What follows belongs to an exercise in optimizing a design on an open flow for small area, a short achievable clock period and few clock cycles; a production flow would make more cautious choices. In this exercise RTL edits were held to simulation tests only and were not proved equivalent to the original. No activity file was given, so power comes from the tool's default toggle rates.

==> config.mk <==
export PLATFORM = sky130hd
export DESIGN_NAME = modular_reduction
export DESIGN_NICKNAME = modular_reduction
export VERILOG_FILES = /design/flow/design.v
export SDC_FILE = /design/flow/constraint.sdc
export NUM_CORES = 4
export LEC_CHECK = 0
export ABC_AREA = 1
export CAP_MARGIN = 20
export CORE_MARGIN = 2
export CORE_UTILIZATION = 40
export SETUP_SLACK_MARGIN = 0.6
export SLEW_MARGIN = 20
==> constraint.sdc <==
create_clock -name core_clock -period 5.0 [get_ports {clk}]
set_input_delay 1.0000 -clock core_clock [delete_from_list [all_inputs] [get_ports {clk}]]
set_output_delay 1.0000 -clock core_clock [all_outputs]
set_load 0.01 [all_outputs]
==> design.v <==
module modular_reduction #(
    parameter DATA_WIDTH = 48,
    parameter Q_WIDTH    = 23
) (
    input  wire clk,
    input  wire rst_n,
    input  wire start,
    output reg  done,
    input  wire [DATA_WIDTH-1:0] data_in,
    output wire [Q_WIDTH-1:0]    data_out
);
  wire [47:0] x = data_in;
  wire [47:0] nx = ~data_in;
  wire ks0, kc0, ks1, kc1, ks2, kc2, ks3, kc3, ks4, kc4, ks5, kc5, ks6, kc6, ks7, kc7, ks8, kc8, ks9, kc9, ks10, kc10, ks11, kc11, ks12, kc12, ks13, kc13, ks14, kc14, ks15, kc15, ks16, kc16, fs0, fc0, hs0, hc0, hs1, hc1, fs1, fc1, fs2, fc2, fs3, fc3, hs2, hc2, fs4, fc4, fs5, fc5, fs6, fc6, hs3, hc3, fs7, fc7, hs4, hc4, hs5, hc5, hs6, hc6, hs7, hc7, hs8, hc8, fs8, fc8, fs9, fc9, fs10, fc10, fs11, fc11, hs9, hc9, hs10, hc10, hs11, hc11, hs12, hc12, hs13, hc13, hs14, hc14, hs15, hc15, hs16, hc16, fs12, fc12, fs13, fc13, fs14, fc14, fs15, fc15, fs16, fc16, fs17, fc17, fs18, fc18, fs19, fc19, fs20, fc20, fs21, fc21, hs17, hc17, fs22, fc22, fs23, fc23, fs24, fc24, fs25, fc25, fs26, fc26, fs27, fc27, fs28, fc28, fs29, fc29, fs30, fc30, fs31, fc31, fs32, fc32, fs33, fc33, fs34, fc34, fs35, fc35, fs36, fc36, fs37, fc37, fs38, fc38, fs39, fc39, fs40, fc40, fs41, fc41, fs42, fc42, fs43, fc43, fs44, fc44;
  assign ks0 = x[23] ^ x[33];
  assign kc0 = x[23] & x[33];
  assign ks1 = x[25] ^ x[35];
  assign kc1 = x[25] & x[35];
  assign ks2 = x[28] ^ x[38];
  assign kc2 = x[28] & x[38];
  assign ks3 = x[29] ^ x[39];
  assign kc3 = x[29] & x[39];
  assign ks4 = x[30] ^ x[40];
  assign kc4 = x[30] & x[40];
  assign ks5 = x[31] ^ x[41];
  assign kc5 = x[31] & x[41];
  assign ks6 = x[32] ^ x[42];
  assign kc6 = x[32] & x[42];
  assign ks7 = x[33] ^ x[43];
  assign kc7 = x[33] & x[43];
  assign ks8 = x[34] ^ x[44];
  assign kc8 = x[34] & x[44];
  assign ks9 = x[35] ^ x[45];
  assign kc9 = x[35] & x[45];
  assign ks10 = x[37] ^ x[46];
  assign kc10 = x[37] & x[46];
  assign ks11 = x[38] ^ x[47];
  assign kc11 = x[38] & x[47];
  assign ks12 = x[41] ^ x[40];
  assign kc12 = x[41] & x[40];
  assign ks13 = x[42] ^ kc12;
  assign kc13 = x[42] & kc12;
  assign ks14 = x[43] ^ kc13;
  assign kc14 = x[43] & kc13;
  assign ks15 = x[44] ^ kc14;
  assign kc15 = x[44] & kc14;
  assign ks16 = x[45] ^ kc15;
  assign kc16 = x[45] & kc15;
  fa3 u_fs0 (.a(x[24]), .b(x[34]), .c(x[44]), .s(fs0), .co(fc0));
  assign hs0 = ~x[26] ^ ~x[36];
  assign hc0 = ~x[26] & ~x[36];
  assign hs1 = ~x[27] ^ ~x[37];
  assign hc1 = ~x[27] & ~x[37];
  fa3 u_fs1 (.a(x[13]), .b(x[23]), .c(x[33]), .s(fs1), .co(fc1));
  fa3 u_fs2 (.a(x[14]), .b(x[24]), .c(x[34]), .s(fs2), .co(fc2));
  fa3 u_fs3 (.a(x[15]), .b(x[25]), .c(x[35]), .s(fs3), .co(fc3));
  assign hs2 = x[45] ^ ~kc10;
  assign hc2 = x[45] & ~kc10;
  fa3 u_fs4 (.a(x[16]), .b(x[26]), .c(x[36]), .s(fs4), .co(fc4));
  fa3 u_fs5 (.a(x[39]), .b(~x[46]), .c(kc11), .s(fs5), .co(fc5));
  fa3 u_fs6 (.a(x[17]), .b(x[27]), .c(x[37]), .s(fs6), .co(fc6));
  assign hs3 = x[40] ^ x[47];
  assign hc3 = x[40] & x[47];
  fa3 u_fs7 (.a(x[18]), .b(x[28]), .c(x[38]), .s(fs7), .co(fc7));
  assign hs4 = x[19] ^ x[29];
  assign hc4 = x[19] & x[29];
  assign hs5 = x[20] ^ x[30];
  assign hc5 = x[20] & x[30];
  assign hs6 = x[21] ^ x[31];
  assign hc6 = x[21] & x[31];
  assign hs7 = x[22] ^ x[32];
  assign hc7 = x[22] & x[32];
  assign hs8 = x[0] ^ x[46];
  assign hc8 = x[0] & x[46];
  fa3 u_fs8 (.a(x[1]), .b(x[47]), .c(~kc0), .s(fs8), .co(fc8));
  fa3 u_fs9 (.a(x[45]), .b(ks1), .c(fc0), .s(fs9), .co(fc9));
  fa3 u_fs10 (.a(~x[3]), .b(x[46]), .c(kc1), .s(fs10), .co(fc10));
  fa3 u_fs11 (.a(x[4]), .b(hc0), .c(hs1), .s(fs11), .co(fc11));
  assign hs9 = x[5] ^ hc1;
  assign hc9 = x[5] & hc1;
  assign hs10 = x[6] ^ ~kc2;
  assign hc10 = x[6] & ~kc2;
  assign hs11 = x[7] ^ ~kc3;
  assign hc11 = x[7] & ~kc3;
  assign hs12 = x[8] ^ ~kc4;
  assign hc12 = x[8] & ~kc4;
  assign hs13 = x[9] ^ ~kc5;
  assign hc13 = x[9] & ~kc5;
  assign hs14 = x[10] ^ ~kc6;
  assign hc14 = x[10] & ~kc6;
  assign hs15 = x[11] ^ ~kc7;
  assign hc15 = x[11] & ~kc7;
  assign hs16 = x[12] ^ ~kc8;
  assign hc16 = x[12] & ~kc8;
  fa3 u_fs12 (.a(x[36]), .b(~x[43]), .c(kc9), .s(fs12), .co(fc12));
  fa3 u_fs13 (.a(x[44]), .b(fc1), .c(fs2), .s(fs13), .co(fc13));
  fa3 u_fs14 (.a(fc2), .b(fs3), .c(hs2), .s(fs14), .co(fc14));
  fa3 u_fs15 (.a(fc3), .b(hc2), .c(fs4), .s(fs15), .co(fc15));
  fa3 u_fs16 (.a(hs3), .b(fc4), .c(fs6), .s(fs16), .co(fc16));
  fa3 u_fs17 (.a(hc3), .b(fc6), .c(fs7), .s(fs17), .co(fc17));
  fa3 u_fs18 (.a(x[39]), .b(hs4), .c(fc7), .s(fs18), .co(fc18));
  fa3 u_fs19 (.a(x[40]), .b(hc4), .c(hs5), .s(fs19), .co(fc19));
  fa3 u_fs20 (.a(x[41]), .b(hc5), .c(hs6), .s(fs20), .co(fc20));
  fa3 u_fs21 (.a(x[42]), .b(hc6), .c(hs7), .s(fs21), .co(fc21));
  assign hs17 = ~x[43] ^ hs8;
  assign hc17 = ~x[43] & hs8;
  fa3 u_fs22 (.a(hc8), .b(~fs0), .c(fs8), .s(fs22), .co(fc22));
  fa3 u_fs23 (.a(x[2]), .b(fc8), .c(~fs9), .s(fs23), .co(fc23));
  fa3 u_fs24 (.a(~hs0), .b(fs10), .c(fc9), .s(fs24), .co(fc24));
  fa3 u_fs25 (.a(x[47]), .b(fc10), .c(~fs11), .s(fs25), .co(fc25));
  fa3 u_fs26 (.a(~ks2), .b(hs9), .c(fc11), .s(fs26), .co(fc26));
  fa3 u_fs27 (.a(~ks3), .b(hc9), .c(hs10), .s(fs27), .co(fc27));
  fa3 u_fs28 (.a(~ks4), .b(hc10), .c(hs11), .s(fs28), .co(fc28));
  fa3 u_fs29 (.a(~ks5), .b(hc11), .c(hs12), .s(fs29), .co(fc29));
  fa3 u_fs30 (.a(~ks6), .b(hc12), .c(hs13), .s(fs30), .co(fc30));
  fa3 u_fs31 (.a(~ks7), .b(hc13), .c(hs14), .s(fs31), .co(fc31));
  fa3 u_fs32 (.a(~ks8), .b(hc14), .c(hs15), .s(fs32), .co(fc32));
  fa3 u_fs33 (.a(~ks9), .b(hc15), .c(hs16), .s(fs33), .co(fc33));
  fa3 u_fs34 (.a(hc16), .b(fs1), .c(~fs12), .s(fs34), .co(fc34));
  fa3 u_fs35 (.a(ks10), .b(fc12), .c(~fs13), .s(fs35), .co(fc35));
  fa3 u_fs36 (.a(~ks11), .b(fc13), .c(fs14), .s(fs36), .co(fc36));
  fa3 u_fs37 (.a(~fs5), .b(fc14), .c(fs15), .s(fs37), .co(fc37));
  fa3 u_fs38 (.a(~fc5), .b(fc15), .c(fs16), .s(fs38), .co(fc38));
  fa3 u_fs39 (.a(~ks12), .b(fc16), .c(fs17), .s(fs39), .co(fc39));
  fa3 u_fs40 (.a(~ks13), .b(fc17), .c(fs18), .s(fs40), .co(fc40));
  fa3 u_fs41 (.a(~ks14), .b(fs19), .c(fc18), .s(fs41), .co(fc41));
  fa3 u_fs42 (.a(fc19), .b(fs20), .c(~ks15), .s(fs42), .co(fc42));
  fa3 u_fs43 (.a(fc20), .b(fs21), .c(~ks16), .s(fs43), .co(fc43));
  fa3 u_fs44 (.a(hc7), .b(fc21), .c(~kc16), .s(fs44), .co(fc44));
  wire [25:0] ra = {1'b0, fc44, fc43, fc42, fc41, fc40, fc39, fc38, fc37, fc36, ~fc35, fc34, fc33, fc32, fc31, fc30, fc29, fc28, fc27, fc26, ~fc25, ~fc24, fc23, fc22, hc17, hs17};
  wire [25:0] rb = {1'b0, 1'b0, fs44, fs43, fs42, fs41, fs40, fs39, fs38, fs37, fs36, ~fs35, fs34, fs33, fs32, fs31, fs30, fs29, fs28, fs27, fs26, ~fs25, ~fs24, fs23, fs22, ~ks0};
  wire [25:0] y_next;
  wire [25:0] g0 = ra & rb;
  wire [25:0] p0 = ra ^ rb;
  wire G0_1 = g0[1] | (p0[1] & g0[0]);
  wire G0_3 = g0[3] | (p0[3] & g0[2]);
  wire P0_3 = p0[3] & p0[2];
  wire G0_5 = g0[5] | (p0[5] & g0[4]);
  wire P0_5 = p0[5] & p0[4];
  wire G0_7 = g0[7] | (p0[7] & g0[6]);
  wire P0_7 = p0[7] & p0[6];
  wire G0_9 = g0[9] | (p0[9] & g0[8]);
  wire P0_9 = p0[9] & p0[8];
  wire G0_11 = g0[11] | (p0[11] & g0[10]);
  wire P0_11 = p0[11] & p0[10];
  wire G0_13 = g0[13] | (p0[13] & g0[12]);
  wire P0_13 = p0[13] & p0[12];
  wire G0_15 = g0[15] | (p0[15] & g0[14]);
  wire P0_15 = p0[15] & p0[14];
  wire G0_17 = g0[17] | (p0[17] & g0[16]);
  wire P0_17 = p0[17] & p0[16];
  wire G0_19 = g0[19] | (p0[19] & g0[18]);
  wire P0_19 = p0[19] & p0[18];
  wire G0_21 = g0[21] | (p0[21] & g0[20]);
  wire P0_21 = p0[21] & p0[20];
  wire G0_23 = g0[23] | (p0[23] & g0[22]);
  wire P0_23 = p0[23] & p0[22];
  wire G0_25 = g0[25] | (p0[25] & g0[24]);
  wire P0_25 = p0[25] & p0[24];
  wire G1_3 = G0_3 | (P0_3 & G0_1);
  wire G1_7 = G0_7 | (P0_7 & G0_5);
  wire P1_7 = P0_7 & P0_5;
  wire G1_11 = G0_11 | (P0_11 & G0_9);
  wire P1_11 = P0_11 & P0_9;
  wire G1_15 = G0_15 | (P0_15 & G0_13);
  wire P1_15 = P0_15 & P0_13;
  wire G1_19 = G0_19 | (P0_19 & G0_17);
  wire P1_19 = P0_19 & P0_17;
  wire G1_23 = G0_23 | (P0_23 & G0_21);
  wire P1_23 = P0_23 & P0_21;
  wire G2_7 = G1_7 | (P1_7 & G1_3);
  wire G2_15 = G1_15 | (P1_15 & G1_11);
  wire P2_15 = P1_15 & P1_11;
  wire G2_23 = G1_23 | (P1_23 & G1_19);
  wire P2_23 = P1_23 & P1_19;
  wire G3_15 = G2_15 | (P2_15 & G2_7);
  wire G6_23 = G2_23 | (P2_23 & G3_15);
  wire G7_11 = G1_11 | (P1_11 & G2_7);
  wire G7_19 = G1_19 | (P1_19 & G3_15);
  wire G8_5 = G0_5 | (P0_5 & G1_3);
  wire G8_9 = G0_9 | (P0_9 & G2_7);
  wire G8_13 = G0_13 | (P0_13 & G7_11);
  wire G8_17 = G0_17 | (P0_17 & G3_15);
  wire G8_21 = G0_21 | (P0_21 & G7_19);
  wire G8_25 = G0_25 | (P0_25 & G6_23);
  wire G9_2 = g0[2] | (p0[2] & G0_1);
  wire G9_4 = g0[4] | (p0[4] & G1_3);
  wire G9_6 = g0[6] | (p0[6] & G8_5);
  wire G9_8 = g0[8] | (p0[8] & G2_7);
  wire G9_10 = g0[10] | (p0[10] & G8_9);
  wire G9_12 = g0[12] | (p0[12] & G7_11);
  wire G9_14 = g0[14] | (p0[14] & G8_13);
  wire G9_16 = g0[16] | (p0[16] & G3_15);
  wire G9_18 = g0[18] | (p0[18] & G8_17);
  wire G9_20 = g0[20] | (p0[20] & G7_19);
  wire G9_22 = g0[22] | (p0[22] & G8_21);
  wire G9_24 = g0[24] | (p0[24] & G6_23);
  wire [25:0] cy = {G9_24, G6_23, G9_22, G8_21, G9_20, G7_19, G9_18, G8_17, G9_16, G3_15, G9_14, G8_13, G9_12, G7_11, G9_10, G8_9, G9_8, G2_7, G9_6, G8_5, G9_4, G1_3, G9_2, G0_1, g0[0], 1'b0};
  assign y_next = p0 ^ cy;
  reg [25:0] y;
  always @(posedge clk) begin
    y <= y_next;
  end
  always @(posedge clk or negedge rst_n) begin
    if (!rst_n) done <= 1'b0;
    else        done <= start;
  end
  wire [2:0]  yh = y[25:23];
  wire [9:0]  H  = y[22:13];
  wire [12:0] L  = y[12:0];
  wire        allH = &H[9:3];
  wire        Lnz  = |L[12:3];
  wire upc, up, b3, c16, b3_0, b3_1, b13_0, b13_1, c16_0, c16_1;
  wire [2:0] l3, h3, l3_0, l3_1, h3_0, h3_1;
  wire [3:0] dl0 = {1'b0, L[2:0]} - {1'b0, yh};           
  wire [3:0] dl1 = {1'b0, L[2:0]} - {1'b0, yh} - 4'd1;    
  wire [3:0] sh  = {1'b0, H[2:0]} + {1'b0, yh};           
  assign up = allH & (sh[3] | ((sh[2:0] == 3'd7) & (Lnz | (~dl0[3] & (|dl0[2:0])))));
  assign b3_0 = dl0[3];
  assign b3_1 = dl1[3];
  assign l3_0 = dl0[2:0];
  assign l3_1 = dl1[2:0];
  assign b13_0 = b3_0 & ~Lnz;
  assign b13_1 = b3_1 & ~Lnz;
  wire [3:0] sh0 = sh - {3'd0, b13_0};
  wire [3:0] sh1 = sh + 4'd1 - {3'd0, b13_1};
  assign c16_0 = sh0[3];
  assign c16_1 = sh1[3];
  assign h3_0 = sh0[2:0];
  assign h3_1 = sh1[2:0];
  assign b3 = up ? b3_1 : b3_0;
  assign l3 = up ? l3_1 : l3_0;
  assign c16 = up ? c16_1 : c16_0;
  assign h3 = up ? h3_1 : h3_0;
  wire [9:0]  fl;
  wire [9:0]  zl;                        
  genvar gi;
  assign zl[0] = 1'b1;
  generate
    for (gi = 1; gi < 10; gi = gi + 1) begin : g_zl
      assign zl[gi] = zl[gi-1] & ~L[gi+2];
    end
  endgenerate
  generate
    for (gi = 0; gi < 10; gi = gi + 1) begin : g_dec
      if (gi == 0) begin : g0
        assign fl[gi] = b3;
      end else begin : gn
        assign fl[gi] = b3 & zl[gi];
      end
    end
  endgenerate
  wire [9:0]  mid = L[12:3] ^ fl;
  wire [6:0]  fh;
  wire [6:0]  ah;                        
  assign ah[0] = 1'b1;
  generate
    for (gi = 1; gi < 7; gi = gi + 1) begin : g_ah
      assign ah[gi] = ah[gi-1] & H[gi+2];
    end
  endgenerate
  generate
    for (gi = 0; gi < 7; gi = gi + 1) begin : g_inc
      if (gi == 0) begin : g0
        assign fh[gi] = c16;
      end else begin : gn
        assign fh[gi] = c16 & ah[gi];
      end
    end
  endgenerate
  wire [6:0]  hi = H[9:3] ^ fh;
  assign data_out = {hi, h3, mid, l3};
endmodule
module fa3 (
    input  wire a,
    input  wire b,
    input  wire c,
    output wire s,
    output wire co
);
  assign s  = a ^ b ^ c;
  assign co = (a & b) | (a & c) | (b & c);
endmodule
==> flow/run.sh <==
#!/bin/bash
# Own layout flow: the standard flow with these changes.
#  - Synthesis: the standard flow's synthesis script, except that Yosys's extract_fa runs
#    only inside module fa3 (the RTL's full adder), which is kept as its own
#    module until the final flatten, so every fa3 becomes one
#    sky130_fd_sc_hd__fa_1 and all other logic is left to abc (no half adders
#    and no inverters forced around extracted adders). Everything else,
#    including the final flatten and renaming, is synth_recipe.tcl as given.
#  - If flow/abc.script exists, abc runs it instead of ORFS's abc script.
#  - Port buffers: plain sky130_fd_sc_hd__buf_1 instead of the buffer that
#    buffer_ports picks by itself (a 0.5 ns clkdlybuf4s50_1).
# Each tool's output goes to standard.log (make) and ORFS's own logs.
set -euo pipefail
W=$PWD
S="$FLOW_HOME/scripts/synth.tcl"
grep -q 'extract_fa {\*}\[dont_use_extract_fa_args\]' "$S"
grep -q '^  log_cmd abc {\*}$abc_args$' "$S"
ABC_SED=()
if [[ -f "$W/flow/abc.script" ]]; then
  ABC_SED=(-e "s#^  log_cmd abc {\*}\$abc_args\$#  lset abc_args 1 $W/flow/abc.script\n  log_cmd abc {*}\$abc_args#")
fi
sed -e 's/extract_fa {\*}\[dont_use_extract_fa_args\]/extract_fa -fa fa3/' "${ABC_SED[@]}" \
  "$S" > "$W/own_synth_body.tcl"
sed "s#source \$::env(SCRIPTS_DIR)/synth.tcl#source $W/own_synth_body.tcl#" \
  "$W/synth_recipe.tcl" > "$W/own_synth.tcl"
grep -q "own_synth_body.tcl" "$W/own_synth.tcl"
bash standard.sh "SYNTH_SCRIPT=$W/own_synth.tcl" "SYNTH_KEEP_MODULES=fa3" \
  "BUFFER_PORTS_ARGS=-buffer_cell sky130_fd_sc_hd__buf_1" finish > standard.log 2>&1
==> flow/abc.script <==
&get -n
&st
&dch
&nf -a
&put
topo
stime -c
buffer -c
upsize -c
dnsize -c
==> standard.sh <==
#!/bin/bash
# synth_recipe.tcl (not shown) runs the flow's synth.tcl, then flattens the netlist and writes it again
# the make line also repeats each setting of config.mk as NAME=value (left out here)
make -C /OpenROAD-flow-scripts/flow DESIGN_CONFIG=/design/flow/config.mk WORK_HOME=/design/flow/orfs CLKGATE_MAP_FILE= SYNTH_SCRIPT=/design/flow/synth_recipe.tcl "${@:-finish}"
==> metrics.cfg, run 1 <==
[grt]
antenna_found_initial = 0
grt_max_degree = 15
track_usage_pct = 17.1
grt_overflow = 0
grt_first_pass_wirelength_um = 13600
grt_pass1_vias = 2906

[floorplanning]
die_h_um = 98.5
pin_count = 75
start_util_pct = 41.1
rows = 34
die_w_um = 98.5
core_area_sq_um = 8680
dieArea_sq_um = 9700

[worst_setup_path]
worst-endpoint-required_ns = 5.20
path_max_fanout = 4
cp.arrival_ns = 4.33
crit_type = input port to flip-flop
worstSetupStartpointType = input port
end_kind = flip-flop

[flow_run]
drv_cap = 0

[timing]
worst_slew_pin_slew_ns = 0.438
fin_crit_sh_pct = 82.7
timing.fmax_mhz = 242
slew_headroom_pct = 70.8
setup_tns_ns = 0
setup_slack_ns = 0.867
finalHoldViolCount = 0
rsz0062_at_grt = no
drv_slew = 0
period_minus_slack_ns = 4.13
finalSetupViolCount = 0

[placement]
gp_congestion = 0.865
dp_hpwl_um = 7240
pre_cts_slack_ns = 0.582
io_buffers = 74

[route]
firstDrtPassIters = 4
wl_um = 7930
route.detailed.drc = 0
vias_per_cell = 4.83
antenna_left = 0
vias = 2815
drt-initial-drc-count = 150
detail_route.wl_per_cell_um = 13.6

[cts]
htree_levels = 1
cts_buffers = 3
cts_tree = done
clock_path_buffers = 2
path_clk_slew_ns = 0.09
postCtsSetupBuffers = 0
numClockSinks = 27
post_cts_resized = 0
holdBufCountCts = 0
cts_root_buf = clkbuf_8

[synth]
synth_edf_count = 0
ys.flop_type = dfxtp_1
async_reset_ff_share_pct = 3.70
syn-cell-area_sq_um = 3570
synth_cell_types = 50
synth_warnings = 1
postSynthAreaPerCell_sq_um = 8.93
ys_seq_area_share_pct = 15.3
syn-num-nets = 496
syn_inst = 400
ys_ff_latch = 27

[layout]
nets = 572
layout-drive-gt1-share_pct = 6.11
antenna_cells = 0
area_delta_synth_final_pct = 12.4

[power]
power_leakage_nw = 1.54
p_per_area_nw_per_um2 = 528
irDropWorstVdd_uv = 167

[hold_path]
hp-class = input port to async pin

[outcome]
status = finished clean

-- final timing paths --
path	from	to	slack, ns
min in group core_clock	start	done$_DFF_PN0_	0.82
worst min-delay path	rst_n	done$_DFF_PN0_	0.47
worst max-delay path	data_in[34]	y[24]$_DFF_P_	0.87
max in group asynchronous	rst_n	done$_DFF_PN0_	4.43
-- logic make-up (layout without fill, tap and decap cells) --
kind of cell | after synthesis | count (layout) | share of synthesized area (%)
AND/OR/NAND/NOR | 155 | 155 | 21.4
buffers and inverters | 23 | 98 | 2.80
adder cells (fa/ha/maj) | 52 | 52 | 27.2
flip-flops | 27 | 27 | 15.3
XOR/XNOR | 91 | 91 | 22.7
AO/OA/AOI/OAI | 51 | 51 | 10.3
multiplexers | 1 | 1 | 0.280
-- where the power goes --
part           switching (W)  total, W  internal, W
clock              0.0000659  0.000123    0.0000570
combinational       0.000879   0.00155     0.000673
sequential          0.000108  0.000446     0.000338
-- synthesized netlist by cell type, types with 2 or more instances --
master / number / area share [%]
nor2_1: 55 / 5.8
nand3_1: 3 / 0.42
o21ai_2: 2 / 0.49
and2_1: 23 / 4.0
maj3_1: 7 / 2.0
inv_1: 17 / 1.8
o41ai_1: 2 / 0.49
or2_2: 2 / 0.35
a21oi_1: 10 / 1.4
a21o_1: 3 / 0.63
clkbuf_1: 2 / 0.21
nand2b_1: 5 / 0.88
o21ai_0: 17 / 2.4
and3_1: 3 / 0.53
dfxtp_1: 26 / 15
nor2b_1: 6 / 1.1
and3_4: 2 / 0.63
nor4_1: 2 / 0.35
fa_1: 45 / 25
xor2_1: 36 / 8.8
o21ai_1: 4 / 0.56
a21oi_2: 3 / 0.74
xnor2_1: 54 / 13
nor3_1: 4 / 0.56
nand2_1: 41 / 4.3
a31oi_1: 2 / 0.35
-- cell usage in the layout (no fill, tap or decap), types with 3 or more instances in the layout --
master     n
buf_4      3
clkbuf_8   3
a21oi_1   10
nor2b_1    6
buf_1     74
nand2_1   41
nor2_1    55
nor3_1     4
xnor2_1   54
maj3_1     7
a21o_1     3
o21ai_1    4
dfxtp_1   26
nand2b_1   5
fa_1      45
nand3_1    3
a21oi_2    3
o21ai_0   17
and2_1    23
inv_1     17
and3_1     3
xor2_1    36
-- through the flow --
step | hold slack, ns | instance area, sq um | power (W) | utilization, % | instances
floorplan | 0.704 | 3570 | 0.00166 | - | 400
global placement | 0.763 | 3970 | 0.00199 | 45.7 | 579
finish | 0.473 | 4020 | 0.00212 | 46.3 | 583
CTS | 0.471 | 4020 | 0.00214 | 46.3 | 583
detailed placement | 0.767 | 3970 | 0.00202 | 45.7 | 579
global route | 0.466 | 4020 | 0.00234 | 46.3 | 583
-- worst max-delay path, cell delays in order --
cell and delay (ns):
buf_1 0.15, fa_1 0.43, fa_1 0.49, inv_1 0.05, fa_1 0.54, nand2_1 0.06, o21ai_0 0.30, a21oi_2 0.11
o31ai_4 0.33, a21oi_2 0.13, o21ai_2 0.24, a21oi_2 0.12, o21ai_1 0.20, xor2_1 0.17
-- Yosys stat by module, one instance, submodules excluded --
module             cells inside  times used
modular_reduction           355           1
fa3                           1          45
-- registers in the layout, indices dropped and copies added, names as in the netlist --
register / flops
done: 1
y: 26
-- layout make-up --
class                      instances  area, sq um
inverter                          17         63.8
sequential                        27          546
fill                             877         4660
multi-input combinational        350         2930
tap                              108          135
clock buffer                       4         45.0
timing repair buffer              77          300
-- per-layer routing --
| metal | global-route usage, % | share of wire, % |
|---|---|---|
| met1 | 22.5 | 45 |
| met2 | 31.0 | 50 |
| met3 | 1.63 | 4.2 |
| met4 | 3.16 | 1.1 |
| met5 | 0 | 0 |
Testbench counts, summed over its fixed seeds: cycles 16,000.
==> run 2: changes to the inputs <==
==> flow/abc.script (replaced) <==
&get -n
&st
&dch
&nf -a
&put
--- a/config.mk
+++ b/config.mk
@@ -10,4 +10,4 @@
 export CORE_MARGIN = 2
 export CORE_UTILIZATION = 40
-export SETUP_SLACK_MARGIN = 0.6
+export SETUP_SLACK_MARGIN = 1.2
 export SLEW_MARGIN = 20
==> run 2 against run 1 <==
Against the previous run: global-route usage is 2.0 points higher; largest cell class unchanged; critical path type is now flip-flop to primary output; cell count up 4.5%; core utilization rose by 9.9 points; count of clock-buffer cells in the layout did not move; sequential share of layout area shrank 1.8 points; non-clock buffer count increased by 28.
==> metrics.cfg, run 2 <==
[synth]
synth_top_area_cell = fa_1  ; unchanged
ys.flop_type = dfxtp_1  ; unchanged
synth_warnings = 1  ; unchanged
synth_top_area_share_pct = 26.4  ; was 25.2%
synth_cell_types = 31  ; was 50
synthSimpleGateAreaFrac_pct = 21.0  ; was 21.4%
syn-cell-area_sq_um = 3410  ; was 3570 sq um
synthTopCellsByCount = nor2_1, xnor2_1, fa_1  ; unchanged
synthTopCellsByArea = fa_1, dfxtp_1, xnor2_1  ; unchanged
ys_seq_area_share_pct = 16.0  ; was 15.3%
synth_edf_count = 0  ; unchanged
syn_inst = 394  ; was 400
synthAdderAreaFrac_pct = 28.5  ; was 27.2%
async_reset_ff_share_pct = 3.70  ; unchanged
synth_compound_area_share_pct = 8.62  ; was 10.3%
syn-num-nets = 490  ; was 496
synthXorXnorAreaFrac_pct = 23.8  ; was 22.7%
postSynthAreaPerCell_sq_um = 8.65  ; was 8.93 sq um
yosysMostFrequentCell = nor2_1  ; unchanged
ys_ff_latch = 27  ; unchanged
synth_top_family_by_area = adder cells  ; unchanged
synth_mux_area_share_pct = 0.294  ; was 0.280%

[layout]
fin_cells = 609  ; was 583
area_delta_synth_final_pct = 35.9  ; was 12.4%
utilization_pct = 56.1  ; was 46.3%
final_common_cell = nor2_1  ; was buf_1
largest_reg_flops = 26  ; unchanged
antenna_cells = 0  ; unchanged
top_regs = y x26, done x1  ; unchanged
layout-drive-gt1-share_pct = 28.4  ; was 6.11%
nets = 601  ; was 572
seqCellArea_sq_um = 548  ; was 546 sq um
regMostFlops = y  ; unchanged
n_fill_cell = 784  ; was 877
multi_input_area_sq_um = 3220  ; was 2930 sq um
layout_common_cells = nor2_1, xnor2_1, nand2_1, fa_1, buf_1  ; was buf_1, nor2_1, xnor2_1, fa_1, nand2_1

[timing]
finalSetupViolCount = 0  ; unchanged
rsz0062_at_grt = yes  ; was no
slew_headroom_pct = 70.4  ; was 70.8%
period_minus_slack_ns = 3.91  ; was 4.13 ns
setup_tns_ns = 0  ; unchanged
finalHoldViolCount = 0  ; unchanged
timing.fmax_mhz = 255  ; was 242 MHz
fin_crit_sh_pct = 78.3  ; was 82.7%
worst_slew_pin_slew_ns = 0.440  ; was 0.438 ns
drv_slew = 0  ; unchanged

[worst_setup_path]
crit_type = flip-flop to primary output  ; was input port to flip-flop
worstSetupStartpointType = flip-flop  ; was input port
end_kind = primary output  ; was flip-flop
worst-endpoint-required_ns = 4.00  ; was 5.20 ns
cp.arrival_ns = 2.91  ; was 4.33 ns
path_max_fanout = 6  ; was 4

[cts]
holdBufCountCts = 0  ; unchanged
path_clk_slew_ns = 0.09  ; about the same
htree_levels = 1  ; unchanged
cts_tree = done  ; unchanged
clock_path_buffers = 2  ; unchanged
numClockSinks = 27  ; unchanged
cts_buffers = 3  ; unchanged
cts_root_buf = clkbuf_8  ; unchanged

[floorplanning]
die_h_um = 96.3  ; was 98.5 um
start_util_pct = 41.3  ; was 41.1%
dieArea_sq_um = 9280  ; was 9700 sq um
core_area_sq_um = 8260  ; was 8680 sq um
die_w_um = 96.3  ; was 98.5 um
rows = 33  ; was 34
pin_count = 75  ; unchanged

[placement]
gp_congestion = 0.838  ; was 0.865
dp_hpwl_um = 6870  ; was 7240 um
place_inst = 575  ; was 579
io_buffers = 74  ; unchanged

[grt]
track_usage_pct = 19.1  ; was 17.1%
antenna_found_initial = 0  ; unchanged
grt_max_degree = 15  ; unchanged
grt_overflow = 0  ; unchanged
grt_pass1_vias = 2980  ; was 2906
grt_first_pass_wirelength_um = 13600  ; about the same

[power]
total_power_w = 0.00262  ; was 0.00212 W
p_per_area_nw_per_um2 = 566  ; was 528 nW/um^2
irDropWorstVdd_uv = 169  ; was 167 uV
power_leakage_nw = 1.82  ; was 1.54 nW

[route]
drt-initial-drc-count = 97  ; was 150
firstDrtPassIters = 4  ; unchanged
antenna_left = 0  ; unchanged
wl_um = 8400  ; was 7930 um
vias = 2941  ; was 2815
route.detailed.drc = 0  ; unchanged
detail_route.wl_per_cell_um = 13.8  ; was 13.6 um
vias_per_cell = 4.83  ; about the same

[outcome]
status = finished clean  ; unchanged

[flow_run]
drv_cap = 0  ; unchanged

[hold_path]
hp-class = input port to async pin  ; unchanged

run 2: changes by cell type after synthesis, sizes merged:
cell / before / now
clkbuf: 3 / 0
inv: 17 / 0
buf: 3 / 0
nand2b: 6 / 7
clkinv: 0 / 17
or2b: 1 / 0
run 2: metal layers:
layer | wire length (um) | global-route usage, % | vias to the layer above
met2 | 4310 | 34.6 | 62
met3 | 278 | 1.17 | 5
met5 | 0 | 0 | -
met4 | 82 | 4.58 | 0
li1 | - | - | 1493
met1 | 3730 | 25.0 | 1381
run 2: cell families after synthesis:
| kind of cell | count (synthesis) |
|---|---|
| AND/OR/NAND/NOR | 155 |
| XOR/XNOR | 91 |
| adder cells (fa/ha/maj) | 52 |
| AO/OA/AOI/OAI | 51 |
| flip-flops | 27 |
| buffers and inverters | 17 |
| multiplexers | 1 |
run 2: what timing repair did:
item                       4_1_cts  5_1_grt
gates cloned                     1        0
setup buffers                   18       11
gates resized for setup         80       55
pin swaps                       29       21
setup endpoints to repair       36       36
run 2: where the power goes:
part	switching, W	internal [W]	leakage, nW
clock	0.0000649	0.0000571	0.0228
sequential	0.000116	0.000340	0.231
combinational	0.00105	0.000990	1.57
run 2: through the flow:
step           hold WS (ns)  worst slack (ns)  cell area (sq um)
2_1_floorplan         0.704              1.05               3480
3_3_place_gp          0.767             0.724               3900
3_5_place_dp          0.765             0.598               3900
4_1_cts               0.463              1.03               4360
5_1_grt               0.457             0.899               4630
6_report              0.467              1.09               4630
run 2: worst max-delay path by stage:
stage	start	endpoint	slack, ns	depth (start not counted)
2_1_floorplan	data_in[14]	y[21]$_DFF_P_	1.05	12
3_3_place_gp	data_in[44]	y[23]$_DFF_P_	0.72	14
3_5_place_dp	data_in[44]	y[23]$_DFF_P_	0.60	14
4_1_cts	y[6]$_DFF_P_	data_out[10]	1.03	11
5_1_grt	y[6]$_DFF_P_	data_out[14]	0.90	11
6_report	y[6]$_DFF_P_	data_out[14]	1.09	11
run 2: Yosys stat by module, one instance, submodules excluded:
module / cells inside / flip-flops and latches
modular_reduction: 349 / 27
fa3: 1 / 0
run 2: cell type report:
type | instances | area share, %
multi-input cells | 351 | 69.5
repair buffers | 105 | 13.4
flip-flops and latches | 27 | 11.8
well taps | 105 | 2.83
inverters | 17 | 1.48
clock buffers | 4 | 0.972
run 2: critical path: stages, from the launching register on:
cell and delay [ns]:
dfxtp_2 0.33, or4_4 0.56, nor4_4 0.17, nand2b_1 0.17, o41ai_4 0.27, nor2_1 0.07
o211ai_1 0.20, buf_4 0.21, buf_4 0.12, mux2i_1 0.23, xnor2_1 0.15, buf_2 0.15
==> run 3: changes to the inputs <==
==> flow/abc.script (replaced) <==
&get -n
&st
&dch
&nf -a
&put
topo
stime -c
buffer -c
upsize -c
dnsize -c
--- a/config.mk
+++ b/config.mk
@@ -10,4 +10,5 @@
 export CORE_MARGIN = 2
 export CORE_UTILIZATION = 40
-export SETUP_SLACK_MARGIN = 1.2
+export PLACE_DENSITY = 0.8
+export SETUP_SLACK_MARGIN = 0.8
 export SLEW_MARGIN = 20
==> run 3 against run 2 <==
Against the previous run: setup slack got worse by 0.14 ns; sequential share of layout area increased by 1.6 points; maximum frequency decreased by 3.4%; combinational power decreased by about 20%; die area increased by 4.5%.
==> metrics.cfg, run 3 <==
[synth]
synthTopCellsByCount = nor2_1, xnor2_1, fa_1  ; unchanged
ys_ff_latch = 27  ; unchanged
syn-num-nets = 496  ; was 490
async_reset_ff_share_pct = 3.70  ; unchanged
syn_inst = 400  ; was 394
ys.flop_type = dfxtp_1  ; unchanged
synth_edf_count = 0  ; unchanged
synth_cell_types = 50  ; was 31
yosysMostFrequentCell = nor2_1  ; unchanged
synthTopCellsByArea = fa_1, dfxtp_1, xnor2_1  ; unchanged
postSynthAreaPerCell_sq_um = 8.93  ; was 8.65 sq um
synth_top_area_cell = fa_1  ; unchanged
syn-cell-area_sq_um = 3570  ; was 3410 sq um
synth_warnings = 1  ; unchanged
synth_top_area_share_pct = 25.2  ; was 26.4%
ys_seq_area_share_pct = 15.3  ; was 16.0%

[worst_setup_path]
worstSetupStartpoint = data_in[44]  ; was y[6]$_DFF_P_
slowest_stage = fa_1  ; was or4_4
worstSetupStartpointType = input port  ; was flip-flop
path_max_fanout = 7  ; was 6
cp.buffers_inverters = 2  ; was 3
end_kind = flip-flop  ; was primary output
cp_top_family = adder cells  ; was simple AND/OR/NAND/NOR gates
cp.arrival_ns = 4.25  ; was 2.91 ns
crit_type = input port to flip-flop  ; was flip-flop to primary output
cp_cell_sequence = clkbuf_2, fa_1, fa_1, inv_1, fa_1, xnor2_2, nor2_2, a21oi_2, o31ai_4, a21oi_2, o21ai_2, a21oi_2, o21ai_1, xor2_1  ; was or4_4, nor4_4, nand2b_1, o41ai_4, nor2_1, o211ai_1, buf_4, buf_4, mux2i_1, xnor2_1, buf_2
worst-endpoint-required_ns = 5.20  ; was 4.00 ns
max_stage_delay_ns = 0.53  ; was 0.56 ns

[layout]
regMostFlops = y  ; unchanged
multi_input_area_sq_um = 2970  ; was 3220 sq um
final_common_cell = buf_1  ; was nor2_1
seqCellArea_sq_um = 546  ; was 548 sq um
n_fill_cell = 866  ; was 784
layout-drive-gt1-share_pct = 8.61  ; was 28.4%
top_regs = y x26, done x1  ; unchanged
area_delta_synth_final_pct = 13.9  ; was 35.9%
layout_common_cells = buf_1, nor2_1, xnor2_1, fa_1, nand2_1  ; was nor2_1, xnor2_1, nand2_1, fa_1, buf_1
nets = 573  ; was 601
fin_cells = 584  ; was 609
largest_reg_flops = 26  ; unchanged
antenna_cells = 0  ; unchanged

[power]
p_per_area_nw_per_um2 = 541  ; was 566 nW/um^2
irDropWorstVdd_uv = 185  ; was 169 uV
p_int_w = 0.00109  ; was 0.00139 W
p_switching_w = 0.00111  ; was 0.00123 W
power_frac_clock_pct = 5.6  ; was 4.7%
p_comb_share_pct = 74.1  ; was 77.9%
power_leakage_nw = 1.56  ; was 1.82 nW
pwr-share-seq_pct = 20.4  ; was 17.4%
p_sw_share_pct = 50.4  ; was 47.1%

[placement]
place_inst = 578  ; was 575
gp_congestion = 0.845  ; was 0.838
io_buffers = 74  ; unchanged
dp_hpwl_um = 7210  ; was 6870 um

[route]
detail_route.wl_per_cell_um = 13.8  ; about the same
vias_per_cell = 4.97  ; was 4.83
route.detailed.drc = 0  ; unchanged
vias = 2904  ; was 2941
antenna_left = 0  ; unchanged
wl_um = 8070  ; was 8400 um
firstDrtPassIters = 4  ; unchanged
drt-initial-drc-count = 100  ; was 97

[grt]
use_met3_pct = 1.99  ; was 1.17%
grt_max_degree = 15  ; unchanged
grt_first_pass_wirelength_um = 13400  ; was 13600 um
grt_overflow = 0  ; unchanged
busiest_layer = met2  ; unchanged
antenna_found_initial = 0  ; unchanged
grt_pass1_vias = 2967  ; was 2980
grtUsageMet2_pct = 31.7  ; was 34.6%
met1_usage_pct = 20.0  ; was 25.0%
track_usage_pct = 17.0  ; was 19.1%

[floorplanning]
die_w_um = 98.5  ; was 96.3 um
dieArea_sq_um = 9700  ; was 9280 sq um
die_h_um = 98.5  ; was 96.3 um
rows = 34  ; was 33
core_area_sq_um = 8680  ; was 8260 sq um
pin_count = 75  ; unchanged
start_util_pct = 41.1  ; was 41.3%

[cts]
path_clk_slew_ns = 0.09  ; about the same
cts_tree = done  ; unchanged
htree_levels = 1  ; unchanged
cts_buffers = 3  ; unchanged
clock_path_buffers = 2  ; unchanged
cts_root_buf = clkbuf_8  ; unchanged
holdBufCountCts = 0  ; unchanged
numClockSinks = 27  ; unchanged

[outcome]
status = finished clean  ; unchanged

[timing]
finalSetupViolCount = 0  ; unchanged
worst_slew_pin_slew_ns = 0.472  ; was 0.440 ns
setup_tns_ns = 0  ; unchanged
fin_crit_sh_pct = 81.1  ; was 78.3%
rsz0062_at_grt = yes  ; unchanged
timing.fmax_mhz = 247  ; was 255 MHz
drv_slew = 0  ; unchanged
finalHoldViolCount = 0  ; unchanged
slew_headroom_pct = 68.3  ; was 70.4%
period_minus_slack_ns = 4.05  ; was 3.91 ns

[flow_run]
drv_cap = 0  ; unchanged

[hold_path]
hp-class = input port to async pin  ; unchanged

## run 3: cell count changes in the layout (fill, tap and decap cells not counted), moves of 10 or more
| cell | before | now |
|---|---|---|
| buf_1 | 39 | 70 |
| buf_2 | 25 | 0 |
| and2_1 | 1 | 23 |
| and2_0 | 19 | 0 |
| buf_4 | 23 | 4 |
| inv_1 | 0 | 17 |
| clkinv_1 | 13 | 0 |
| buf_6 | 10 | 0 |
## run 3: Yosys stat by module (local to each module, per instance)
module	cells inside	times used	area [sq um]
modular_reduction	355	1	2670
fa3	1	45	20.0
## run 3: final timing paths
check | to | slack, ns | cells past startpoint
worst min-delay path | done$_DFF_PN0_ | 0.47 | 1
max in group asynchronous | done$_DFF_PN0_ | 4.43 | 1
worst max-delay path | y[24]$_DFF_P_ | 0.95 | 14
min in group core_clock | done$_DFF_PN0_ | 0.82 | 1
## run 3: per-stage QoR
step	util, %	power (W)	area [sq um]	worst slack (ns)	hold WS, ns
final	46.9	0.00220	4070	0.946	0.468
after global routing	46.9	0.00242	4070	0.755	0.453
after CTS	46.3	0.00217	4020	0.815	0.468
after detailed placement	45.7	0.00204	3960	0.487	0.769
after global placement	45.7	0.00197	3960	0.636	0.766
after floorplan	-	0.00166	3570	0.963	0.704
## run 3: repair_timing
item | CTS | global route
cloned | 0 | 0
endpoints found under the setup margin | 3 | 16
pin swaps | 2 | 4
resized for setup | 1 | 12
buffers inserted | 1 | 1
## run 3: layer usage
layer | vias to the layer above | routed length [um]
met5 | - | 0
met1 | 1359 | 3340
met3 | 20 | 353
met4 | 0 | 231
met2 | 81 | 4140
li1 | 1444 | -
## run 3: layout make-up
cell class                 instances  share of cell area (%)
inverter                          17                    1.57
timing repair buffer              78                    7.69
tap                              108                    3.32
multi-input combinational        350                    72.9
sequential                        27                    13.4
clock buffer                       4                    1.11
## run 3: power by group through the flow
stage	registers, W	logic [W]	clock network, W
CTS	0.000449	0.00160	0.000126
detailed placement	0.000454	0.00159	0
finish	0.000448	0.00163	0.000123
floorplan	0.000427	0.00123	0
global placement	0.000446	0.00153	0
global route	0.000465	0.00181	0.000138
## run 3: cells by family after synthesis
kind of cell | count (synthesis) | share of synthesized area [%]
xor gates and xnor gates | 91 | 22.7
AOI/OAI and AO/OA | 51 | 10.3
and+or+nand+nor | 155 | 21.4
buffers and inverters | 23 | 2.80
DFF | 27 | 15.3
adders and majority gates | 52 | 27.2
muxes | 1 | 0.280
==> run 4: changes to the inputs <==
--- a/config.mk
+++ b/config.mk
@@ -10,5 +10,4 @@
 export CORE_MARGIN = 2
 export CORE_UTILIZATION = 40
-export PLACE_DENSITY = 0.8
 export SETUP_SLACK_MARGIN = 0.8
 export SLEW_MARGIN = 20
==> run 4 against run 3 <==
Against the previous run: largest cell class unchanged; first-iteration DRC count up 16%; combinational power barely moved; critical path type unchanged; maximum frequency up 0.96%; still clean on timing, DRC and antenna; highest routed layer unchanged.
==> metrics.cfg, run 4 <==
[synth]
async_reset_ff_share_pct = 3.70  ; unchanged
synth_top_area_share_pct = 25.2  ; unchanged
syn_inst = 400  ; unchanged
synthTopCellsByCount = nor2_1, xnor2_1, fa_1  ; unchanged
synth_edf_count = 0  ; unchanged
syn-num-nets = 496  ; unchanged
ys_ff_latch = 27  ; unchanged
synth_warnings = 1  ; unchanged
yosysMostFrequentCell = nor2_1  ; unchanged
ys_seq_area_share_pct = 15.3  ; unchanged
syn-cell-area_sq_um = 3570  ; unchanged
postSynthAreaPerCell_sq_um = 8.93  ; unchanged
synthTopCellsByArea = fa_1, dfxtp_1, xnor2_1  ; unchanged
ys.flop_type = dfxtp_1  ; unchanged
synth_cell_types = 50  ; unchanged
synth_top_area_cell = fa_1  ; unchanged

[timing]
finalSetupViolCount = 0  ; unchanged
fin_crit_sh_pct = 80.3  ; was 81.1%
timing.fmax_mhz = 249  ; was 247 MHz
finalHoldViolCount = 0  ; unchanged
rsz0062_at_grt = yes  ; unchanged
slew_headroom_pct = 69.4  ; was 68.3%
setup_tns_ns = 0  ; unchanged
period_minus_slack_ns = 4.02  ; was 4.05 ns
worst_slew_pin_slew_ns = 0.455  ; was 0.472 ns
drv_slew = 0  ; unchanged

[layout]
top_regs = y x26, done x1  ; unchanged
final_common_cell = buf_1  ; unchanged
nets = 573  ; unchanged
largest_reg_flops = 26  ; unchanged
layout_common_cells = buf_1, nor2_1, xnor2_1, fa_1, nand2_1  ; unchanged
regMostFlops = y  ; unchanged
finalInstanceArea_sq_um = 4070  ; about the same
layout-drive-gt1-share_pct = 7.98  ; was 8.61%
area_delta_synth_final_pct = 14.1  ; was 13.9%
antenna_cells = 0  ; unchanged

[route]
wl_met3_um = 321  ; was 353 um
firstDrtPassIters = 4  ; unchanged
highest_layer = met4  ; unchanged
route.detailed.drc = 0  ; unchanged
wl_um = 7970  ; was 8070 um
vias_per_cell = 4.84  ; was 4.97
wl_met2_um = 4020  ; was 4140 um
drt-initial-drc-count = 116  ; was 100
detail_route.wl_per_cell_um = 13.7  ; was 13.8 um
route.layer.met1.wl_um = 3550  ; was 3340 um
antenna_left = 0  ; unchanged
vias = 2825  ; was 2904

[power]
irDropWorstVdd_uv = 165  ; was 185 uV
power_leakage_nw = 1.56  ; about the same
p_per_area_nw_per_um2 = 535  ; was 541 nW/um^2

[floorplanning]
start_util_pct = 41.1  ; unchanged
pin_count = 75  ; unchanged
die_w_um = 98.5  ; unchanged
dieArea_sq_um = 9700  ; unchanged
rows = 34  ; unchanged
die_h_um = 98.5  ; unchanged
core_area_sq_um = 8680  ; unchanged

[cts]
path_clk_slew_ns = 0.09  ; about the same
cts_root_buf = clkbuf_8  ; unchanged
cts_tree = done  ; unchanged
cts_buffers = 3  ; unchanged
htree_levels = 1  ; unchanged
numClockSinks = 27  ; unchanged
holdBufCountCts = 0  ; unchanged
clock_path_buffers = 2  ; unchanged

[grt]
grt_overflow = 0  ; unchanged
antenna_found_initial = 0  ; unchanged
track_usage_pct = 17.1  ; was 17.0%
grt_max_degree = 15  ; unchanged
grt_first_pass_wirelength_um = 13600  ; was 13400 um
grt_pass1_vias = 2906  ; was 2967

[worst_setup_path]
end_kind = flip-flop  ; unchanged
worstSetupStartpointType = input port  ; unchanged
cp_cell_sequence = buf_1, fa_1, fa_1, inv_1, fa_1, xnor2_2, nor2_1, a21oi_2, o31ai_4, a21oi_2, o21ai_4, maj3_1, xnor2_1  ; was clkbuf_2, fa_1, fa_1, inv_1, fa_1, xnor2_2, nor2_2, a21oi_2, o31ai_4, a21oi_2, o21ai_2, a21oi_2, o21ai_1, xor2_1
cp.arrival_ns = 4.17  ; was 4.25 ns
worst_path_most_repeated_cell = fa_1
path_max_fanout = 3  ; was 7
crit_type = input port to flip-flop  ; unchanged
cp_top_family = adder cells  ; unchanged
worst-endpoint-required_ns = 5.16  ; was 5.20 ns
max_stage_delay_ns = 0.52  ; was 0.53 ns
cp.buffers_inverters = 2  ; unchanged
slowest_stage = fa_1  ; unchanged

[outcome]
status = finished clean  ; unchanged

[placement]
io_buffers = 74  ; unchanged
dp_hpwl_um = 7240  ; was 7210 um
gp_congestion = 0.865  ; was 0.845
place_area_sq_um = 3970  ; was 3960 sq um

[flow_run]
drv_cap = 0  ; unchanged

[hold_path]
hp-class = input port to async pin  ; unchanged

## run 4: final cells by class
| cell class | count | area, sq um |
|---|---|---|
| Clock buffer | 4 | 45.0 |
| Fill cell | 879 | 4610 |
| Inverter | 17 | 63.8 |
| Multi-Input combinational cell | 350 | 2970 |
| Sequential cell | 27 | 546 |
| Tap cell | 108 | 135 |
| Timing Repair Buffer | 78 | 312 |
## run 4: worst max-delay path by stage
stage | start | endpoint | slack [ns] | cells past startpoint
after floorplan | data_in[24] | y[21]$_DFF_P_ | 0.96 | 12
final | data_in[44] | y[21]$_DFF_P_ | 0.98 | 13
after global placement | data_in[24] | y[21]$_DFF_P_ | 0.71 | 13
after detailed placement | data_in[34] | y[21]$_DFF_P_ | 0.58 | 13
after CTS | data_in[34] | y[21]$_DFF_P_ | 0.87 | 13
after global routing | y[3]$_DFF_P_ | data_out[19] | 0.79 | 11
## run 4: metal layers
| layer | vias to the layer above | GRT usage (%) |
|---|---|---|
| met5 | - | 0 |
| met4 | 0 | 3.16 |
| met3 | 6 | 1.63 |
| met2 | 60 | 31.0 |
| met1 | 1318 | 22.5 |
| li1 | 1441 | - |
## run 4: modules after synthesis, one instance, submodules excluded
module             cells  area, sq um  copies in the design
fa3                    1         20.0                    45
modular_reduction    355         2670                     1
## run 4: cells by family (layout without fill, tap and decap cells)
family	count (synthesis)	in the layout	share of synthesized area [%]
and+or+nand+nor	155	155	21.4
xor gates and xnor gates	91	91	22.7
adders and majority gates	52	52	27.2
AOI/OAI and AO/OA	51	51	10.3
DFF	27	27	15.3
buffers and inverters	23	99	2.80
muxes	1	1	0.280
## run 4: repair_timing
item	4_1_cts	5_1_grt
gates resized for setup	0	12
hold endpoints to repair	0	0
endpoints found under the setup margin	0	17
setup buffers	0	1
## run 4: per-stage QoR
step / worst slack, ns / power [W] / hold slack [ns] / cells / utilization [%]
final: 0.985 / 0.00218 / 0.476 / 584 / 46.9
after global routing: 0.790 / 0.00241 / 0.466 / 584 / 46.9
after CTS: 0.871 / 0.00214 / 0.471 / 583 / 46.3
after detailed placement: 0.582 / 0.00202 / 0.767 / 579 / 45.7
after global placement: 0.708 / 0.00199 / 0.763 / 579 / 45.7
after floorplan: 0.963 / 0.00166 / 0.704 / 400 / -
## run 4: where the power goes
part | internal (W) | total [W] | switching (W)
Clock | 0.0000570 | 0.000122 | 0.0000652
Combinational | 0.000699 | 0.00161 | 0.000913
Sequential | 0.000338 | 0.000447 | 0.000108
==> run 5: changes to the inputs <==
==> flow/abc.script (replaced) <==
&get -n
&st
&dch
&nf -R 1000
&put
topo
stime -c
buffer -c
upsize -c
dnsize -c
==> run 5 against run 4 <==
Against the previous run: largest power group unchanged; sequential power grew 1%; die area shrank 3.1%; critical endpoint is now y[24]$_DFF_P_; core utilization grew 4.5 points; routed wire length grew 3.6%; still clean; power grew 5.5%; via count grew 0.99%.
==> metrics.cfg, run 5 <==
[route]
antenna_left = 0  ; unchanged
vias_per_cell = 4.84  ; about the same
wl_um = 8260  ; was 7970 um
detail_route.wl_per_cell_um = 14.0  ; was 13.7 um
drt-initial-drc-count = 92  ; was 116
firstDrtPassIters = 6  ; was 4
route.detailed.drc = 0  ; unchanged
vias = 2853  ; was 2825

[placement]
dp_hpwl_um = 7100  ; was 7240 um
gp_congestion = 0.853  ; was 0.865
io_buffers = 74  ; unchanged

[cts]
numClockSinks = 27  ; unchanged
htree_levels = 1  ; unchanged
cts_buffers = 3  ; unchanged
clock_path_buffers = 2  ; unchanged
holdBufCountCts = 0  ; unchanged
path_clk_slew_ns = 0.09  ; about the same
cts_tree = done  ; unchanged
cts_root_buf = clkbuf_8  ; unchanged

[worst_setup_path]
cp.buffers_inverters = 2  ; unchanged
end_kind = flip-flop  ; unchanged
path_max_fanout = 4  ; was 3
worst-endpoint-required_ns = 5.17  ; was 5.16 ns
cp_top_family = adder cells  ; unchanged
worstSetupStartpointType = input port  ; unchanged
slowest_stage = fa_1  ; unchanged
worst_path_most_repeated_cell = nand4_4  ; was fa_1
max_stage_delay_ns = 0.54  ; was 0.52 ns
cp.arrival_ns = 4.29  ; was 4.17 ns
crit_type = input port to flip-flop  ; unchanged
cp_cell_sequence = buf_8, fa_2, fa_1, inv_1, fa_1, xor2_2, nand2_2, nand3_2, o21ai_4, or3_4, o2111ai_4, nand4_4, nand3_4, nand4_4, nand4_4, a21oi_4, o21ai_2, and2_4, nor2_2  ; was buf_1, fa_1, fa_1, inv_1, fa_1, xnor2_2, nor2_1, a21oi_2, o31ai_4, a21oi_2, o21ai_4, maj3_1, xnor2_1

[floorplanning]
die_h_um = 97.0  ; was 98.5 um
die_w_um = 97.0  ; was 98.5 um
start_util_pct = 41.7  ; was 41.1%
dieArea_sq_um = 9400  ; was 9700 sq um
pin_count = 75  ; unchanged
rows = 33  ; was 34
core_area_sq_um = 8300  ; was 8680 sq um

[layout]
layout-drive-gt1-share_pct = 16.7  ; was 7.98%
n_fill_cell = 777  ; was 879
regMostFlops = y  ; unchanged
seqCellArea_sq_um = 552  ; was 546 sq um
nets = 582  ; was 573
area_delta_synth_final_pct = 23.5  ; was 14.1%
largest_reg_flops = 26  ; unchanged
multi_input_area_sq_um = 3030  ; was 2970 sq um
top_regs = y x26, done x1  ; unchanged
layout_common_cells = buf_1, nor2_1, xnor2_1, fa_1, nand2_1  ; unchanged
antenna_cells = 0  ; unchanged
final_common_cell = buf_1  ; unchanged

[timing]
fin_crit_sh_pct = 82.4  ; was 80.3%
slew_headroom_pct = 67.2  ; was 69.4%
period_minus_slack_ns = 4.12  ; was 4.02 ns
worst_slew_pin_slew_ns = 0.490  ; was 0.455 ns
finalSetupViolCount = 0  ; unchanged
drv_slew = 0  ; unchanged
setup_tns_ns = 0  ; unchanged
finalHoldViolCount = 0  ; unchanged
timing.fmax_mhz = 243  ; was 249 MHz
rsz0062_at_grt = yes  ; unchanged

[synth]
synthTopCellsByArea = fa_1, dfxtp_1, xnor2_1  ; unchanged
ys_seq_area_share_pct = 15.8  ; was 15.3%
syn-num-nets = 489  ; was 496
syn-cell-area_sq_um = 3460  ; was 3570 sq um
syn_inst = 393  ; was 400
synth_cell_types = 47  ; was 50
synth_top_area_share_pct = 26.1  ; was 25.2%
yosysMostFrequentCell = nor2_1  ; unchanged
synth_warnings = 1  ; unchanged
synthTopCellsByCount = nor2_1, xnor2_1, fa_1  ; unchanged
postSynthAreaPerCell_sq_um = 8.80  ; was 8.93 sq um
async_reset_ff_share_pct = 3.70  ; unchanged
synth_top_area_cell = fa_1  ; unchanged
ys.flop_type = dfxtp_1  ; unchanged
ys_ff_latch = 27  ; unchanged
synth_edf_count = 0  ; unchanged

[flow_run]
drv_cap = 0  ; unchanged

[power]
p_switching_w = 0.00111  ; was 0.00109 W
p_per_area_nw_per_um2 = 539  ; was 535 nW/um^2
p_int_w = 0.00119  ; was 0.00109 W
total_power_w = 0.00230  ; was 0.00218 W
power_leakage_nw = 1.68  ; was 1.56 nW
pwr-share-seq_pct = 19.7  ; was 20.5%
irDropWorstVdd_uv = 145  ; was 165 uV
p_sw_share_pct = 48.1  ; was 49.8%
p_comb_share_pct = 75.1  ; was 73.9%
power_frac_clock_pct = 5.2  ; was 5.6%

[grt]
grt_pass1_vias = 2811  ; was 2906
grt_max_degree = 15  ; unchanged
track_usage_pct = 17.4  ; was 17.1%
grt_overflow = 0  ; unchanged
grt_first_pass_wirelength_um = 13300  ; was 13600 um
antenna_found_initial = 0  ; unchanged

[hold_path]
hp-class = input port to async pin  ; unchanged

[outcome]
status = finished clean  ; unchanged

[run 5: cell types whose count changed after synthesis, moves of 3 or more]
cell     delta
a21o_1      -3
and2_1      -5
inv_1       -3
nand2_1     +3
nand4_2     +3
nor2_1      +4
o21ai_0     -4
o21ai_1     -3
xnor2_1     -3
[run 5: worst paths after layout]
path                              from  cells past startpoint  slack, ns        endpoint
max in group asynchronous        rst_n                      1       4.44  done$_DFF_PN0_
worst max-delay path       data_in[24]                     19       0.88   y[24]$_DFF_P_
min in group core_clock          start                      1       0.82  done$_DFF_PN0_
worst min-delay path             rst_n                      1       0.47  done$_DFF_PN0_
[run 5: layer usage]
| layer | wire (um) | up-vias | track usage (%) |
|---|---|---|---|
| li1 | - | 1445 | - |
| met1 | 3600 | 1337 | 23.5 |
| met2 | 4220 | 69 | 30.6 |
| met3 | 427 | 2 | 1.73 |
| met4 | 16 | 0 | 3.03 |
| met5 | 0 | - | 0 |
[run 5: through the flow]
step	hold WS, ns	setup slack (ns)	instance area [sq um]	utilization, %	std cells
final	0.471	0.882	4270	51.4	590
after global placement	0.764	0.437	3910	47.1	573
after detailed placement	0.765	0.306	3910	47.1	573
after CTS	0.464	0.802	4050	48.8	580
after floorplan	0.704	0.725	3480	-	393
after global routing	0.464	0.697	4270	51.4	590
[run 5: kinds of logic after synthesis]
family | share of synthesized area [%]
simple gates | 24.1
xor+xnor | 22.5
fa+ha+maj | 27.8
compound gates | 7.27
flops | 15.8
buf+inv | 2.24
mux | 0.290
[run 5: area by class of cell]
class	count	share of cell area, %
Clock buffer	4	1.06
Inverter	16	1.47
Timing Repair Buffer	92	10.4
Tap cell	105	3.08
Sequential cell	27	12.9
Multi-Input combinational cell	346	71.1
[run 5: modules after synthesis (local to each module, per instance)]
module / flip-flops and latches / cell area [sq um] / cells inside
fa3: 0 / 20.0 / 1
modular_reduction: 27 / 2560 / 348
[run 5: timing repair]
action | in CTS | in global routing
cloned | 0 | 0
endpoints found under the setup margin | 20 | 22
pin swaps | 5 | 5
setup buffers | 3 | 10
gates resized for setup | 12 | 42
[run 5: power by group through the flow]
stage / combinational (W) / clock (W) / sequential, W
detailed placement: 0.00149 / 0 / 0.000445
global route: 0.00192 / 0.000135 / 0.000473
floorplan: 0.00115 / 0 / 0.000421
CTS: 0.00156 / 0.000127 / 0.000447
global placement: 0.00147 / 0 / 0.000440
finish: 0.00173 / 0.000120 / 0.000453
==> run 6: changes to the inputs <==
==> flow/abc.script (replaced) <==
&get -n
&st
&dch
&nf -a
&put
topo
stime -c
buffer -c
upsize -c
dnsize -c
--- a/config.mk
+++ b/config.mk
@@ -10,4 +10,5 @@
 export CORE_MARGIN = 2
 export CORE_UTILIZATION = 40
+export GPL_TIMING_DRIVEN = 0
 export SETUP_SLACK_MARGIN = 0.8
 export SLEW_MARGIN = 20
==> run 6 against run 5 <==
Against the previous run: still clean on timing, DRC and antenna; routed wire length decreased by 6.8%; via count increased by 0.35%; non-clock buffer count decreased by 12; sequential power decreased by 2%; design area decreased by 3.8%; cell count decreased by 0.68%; die area increased by 3.2%; core utilization decreased by 4.1 points; setup slack improved by 0.055 ns; sequential share of layout area increased by 0.36 points; critical endpoint is now y[21]$_DFF_P_; largest cell class unchanged.
==> metrics.cfg, run 6 <==
[timing]
fin_crit_sh_pct = 81.3  ; was 82.4%
slew_headroom_pct = 70.3  ; was 67.2%
drv_slew = 0  ; unchanged
worst_slew_pin_slew_ns = 0.443  ; was 0.490 ns
timing.fmax_mhz = 246  ; was 243 MHz
setup_tns_ns = 0  ; unchanged
finalHoldViolCount = 0  ; unchanged
rsz0062_at_grt = yes  ; unchanged
finalSetupViolCount = 0  ; unchanged
period_minus_slack_ns = 4.06  ; was 4.12 ns

[worst_setup_path]
worst-endpoint-required_ns = 5.17  ; about the same
cp.arrival_ns = 4.23  ; was 4.29 ns
path_max_fanout = 5  ; was 4
end_kind = flip-flop  ; unchanged
crit_type = input port to flip-flop  ; unchanged
worstSetupStartpointType = input port  ; unchanged
worstSetupStartpoint = data_in[35]  ; was data_in[24]

[floorplanning]
die_w_um = 98.5  ; was 97.0 um
rows = 34  ; was 33
core_area_sq_um = 8680  ; was 8300 sq um
start_util_pct = 41.1  ; was 41.7%
pin_count = 75  ; unchanged
die_h_um = 98.5  ; was 97.0 um
dieArea_sq_um = 9700  ; was 9400 sq um

[route]
drt-initial-drc-count = 72  ; was 92
detail_route.wl_per_cell_um = 13.1  ; was 14.0 um
route.detailed.drc = 0  ; unchanged
antenna_left = 0  ; unchanged
wl_um = 7700  ; was 8260 um
vias = 2863  ; was 2853
vias_per_cell = 4.89  ; was 4.84
firstDrtPassIters = 4  ; was 6

[placement]
io_buffers = 73  ; was 74
place_area_sq_um = 3980  ; was 3910 sq um
dp_hpwl_um = 6960  ; was 7100 um
gp_congestion = 0.798  ; was 0.853

[layout]
regMostFlops = y  ; unchanged
top_regs = y x26, done x1  ; unchanged
final_common_cell = buf_1  ; unchanged
area_delta_synth_final_pct = 15.0  ; was 23.5%
finalInstanceArea_sq_um = 4110  ; was 4270 sq um
largest_reg_flops = 26  ; unchanged
layout-drive-gt1-share_pct = 8.79  ; was 16.7%
layout_common_cells = buf_1, nor2_1, xnor2_1, fa_1, nand2_1  ; unchanged
nets = 575  ; was 582
antenna_cells = 0  ; unchanged

[synth]
ys_seq_area_share_pct = 15.3  ; was 15.8%
ys_ff_latch = 27  ; unchanged
syn-cell-area_sq_um = 3570  ; was 3460 sq um
synth_top_area_cell = fa_1  ; unchanged
syn_inst = 400  ; was 393
synthTopCellsByArea = fa_1, dfxtp_1, xnor2_1  ; unchanged
synthTopCellsByCount = nor2_1, xnor2_1, fa_1  ; unchanged
syn-num-nets = 496  ; was 489
synth_cell_types = 50  ; was 47
synth_top_area_share_pct = 25.2  ; was 26.1%
async_reset_ff_share_pct = 3.70  ; unchanged
synth_warnings = 1  ; unchanged
postSynthAreaPerCell_sq_um = 8.93  ; was 8.80 sq um
ys.flop_type = dfxtp_1  ; unchanged
yosysMostFrequentCell = nor2_1  ; unchanged
synth_edf_count = 0  ; unchanged

[power]
p_per_area_nw_per_um2 = 533  ; was 539 nW/um^2
irDropWorstVdd_uv = 154  ; was 145 uV
pwr-share-seq_pct = 20.4  ; was 19.7%
p_comb_share_pct = 73.8  ; was 75.1%
power_frac_clock_pct = 5.8  ; was 5.2%
p_switching_w = 0.00109  ; was 0.00111 W
power_leakage_nw = 1.58  ; was 1.68 nW
p_int_w = 0.00110  ; was 0.00119 W
p_sw_share_pct = 49.6  ; was 48.1%

[cts]
path_clk_slew_ns = 0.10  ; was 0.09 ns
clock_path_buffers = 2  ; unchanged
cts_buffers = 3  ; unchanged
numClockSinks = 27  ; unchanged
cts_tree = done  ; unchanged
htree_levels = 1  ; unchanged
cts_root_buf = clkbuf_8  ; unchanged
holdBufCountCts = 0  ; unchanged

[grt]
track_usage_pct = 16.6  ; was 17.4%
grt_overflow = 0  ; unchanged
grt_max_degree = 16  ; was 15
antenna_found_initial = 0  ; unchanged
grt_first_pass_wirelength_um = 12900  ; was 13300 um
grt_pass1_vias = 2860  ; was 2811

[outcome]
status = finished clean  ; unchanged

[hold_path]
hp-class = input port to async pin  ; unchanged

[flow_run]
drv_cap = 0  ; unchanged

run 6: changes by cell type in the layout (fill, tap and decap cells not counted), sizes merged, moves of 4 or more:
| cell | delta |
|---|---|
| buf | -7 |
| clkbuf | -6 |
| nand3 | -4 |
| nor2 | -4 |
| o21ai | +6 |
run 6: cell families after synthesis:
| group | after synthesis | synth area share [%] |
|---|---|---|
| DFF | 27 | 15.3 |
| and+or+nand+nor | 155 | 21.4 |
| buffers and inverters | 23 | 2.80 |
| adders and majority gates | 52 | 27.2 |
| xor gates and xnor gates | 91 | 22.7 |
| muxes | 1 | 0.280 |
| AOI/OAI and AO/OA | 51 | 10.3 |
run 6: worst max-delay path by stage:
stage	to	slack [ns]
4_1_cts	y[21]$_DFF_P_	0.80
3_5_place_dp	y[21]$_DFF_P_	0.34
3_3_place_gp	y[21]$_DFF_P_	0.43
2_1_floorplan	y[21]$_DFF_P_	0.96
5_1_grt	data_out[5]	0.80
6_report	y[21]$_DFF_P_	0.94
run 6: metal layers:
| layer | vias to the layer above | GRT usage [%] | wire, um |
|---|---|---|---|
| li1 | 1447 | - | - |
| met5 | - | 0 | 0 |
| met3 | 11 | 1.42 | 304 |
| met2 | 57 | 30.5 | 3860 |
| met4 | 0 | 5.27 | 159 |
| met1 | 1348 | 20.5 | 3380 |
run 6: Yosys stat by module, one instance, submodules excluded:
| module | cell area, sq um | times used | flip-flops and latches |
|---|---|---|---|
| modular_reduction | 2670 | 1 | 27 |
| fa3 | 20.0 | 45 | 0 |
run 6: final cells by class:
cell class,count,area (sq um)
clock buffer,3,41.3
timing repair buffer,74,285
tap,108,135
clock inverter,1,5.00
fill,890,4570
buffer,6,40.0
inverter,17,63.8
sequential,27,546
multi-input combinational,350,2990
run 6: timing repair:
action | CTS | global route
resized for setup | 3 | 16
buffers inserted | 0 | 1
endpoints found under the hold margin | 0 | 0
pin swaps | 0 | 5
setup endpoints to repair | 5 | 13
gates cloned | 0 | 0
run 6: critical path, cell delays in order:
cell and delay (ns):
buf_1 0.24, fa_1 0.49, fa_1 0.54, fa_1 0.48
maj3_1 0.36, a21oi_1 0.13, o21ai_1 0.12, a21oi_4 0.23
o21ai_4 0.12, maj3_1 0.38, xnor2_1 0.14
run 6: stage by stage:
step | hold WS [ns] | total power (W) | std cells | utilization [%] | worst slack [ns]
floorplan | 0.704 | 0.00166 | 400 | - | 0.963
global placement | 0.762 | 0.00199 | 581 | 45.9 | 0.426
detailed placement | 0.766 | 0.00203 | 581 | 45.9 | 0.335
CTS | 0.462 | 0.00217 | 585 | 46.5 | 0.798
global route | 0.466 | 0.00241 | 586 | 47.3 | 0.796
finish | 0.470 | 0.00219 | 586 | 47.3 | 0.937
run 6: power by group through the flow:
stage / clock [W] / combinational [W] / sequential [W]
3_5_place_dp: 0 / 0.00158 / 0.000450
6_report: 0.000127 / 0.00161 / 0.000446
3_3_place_gp: 0 / 0.00155 / 0.000444
5_1_grt: 0.000139 / 0.00181 / 0.000463
2_1_floorplan: 0 / 0.00123 / 0.000427
4_1_cts: 0.000130 / 0.00159 / 0.000444

==> port drivers added, routing unchanged <==
The results above use ideal ports. As a check the final layouts listed here were re-extracted and re-timed, cells and wires unchanged. Step 1: set_driving_cell puts a clkbuf_16 on clk and a buf_2 on each other input, an assumption about the parent block. Step 2 also shifts input and output timing later by t, the mid clock arrival at the registers, as if the neighbouring blocks saw the same clock. Three values: no drivers, after step 1, after step 2; two values: the first two.
run	shift t [ns]	setup WS [ns]
run 1	0.296	0.867 / 0.869 / 0.573
run 2	0.301	1.085 / 1.054 / 0.840
run 3	0.296	0.946 / 0.950 / 0.654
run 4	0.294	0.985 / 0.967 / 0.687
run 5	0.289	0.882 / 0.868 / 0.579
run 6	0.302	0.937 / 0.943 / 0.641
After both steps setup and hold are still met in every run listed.
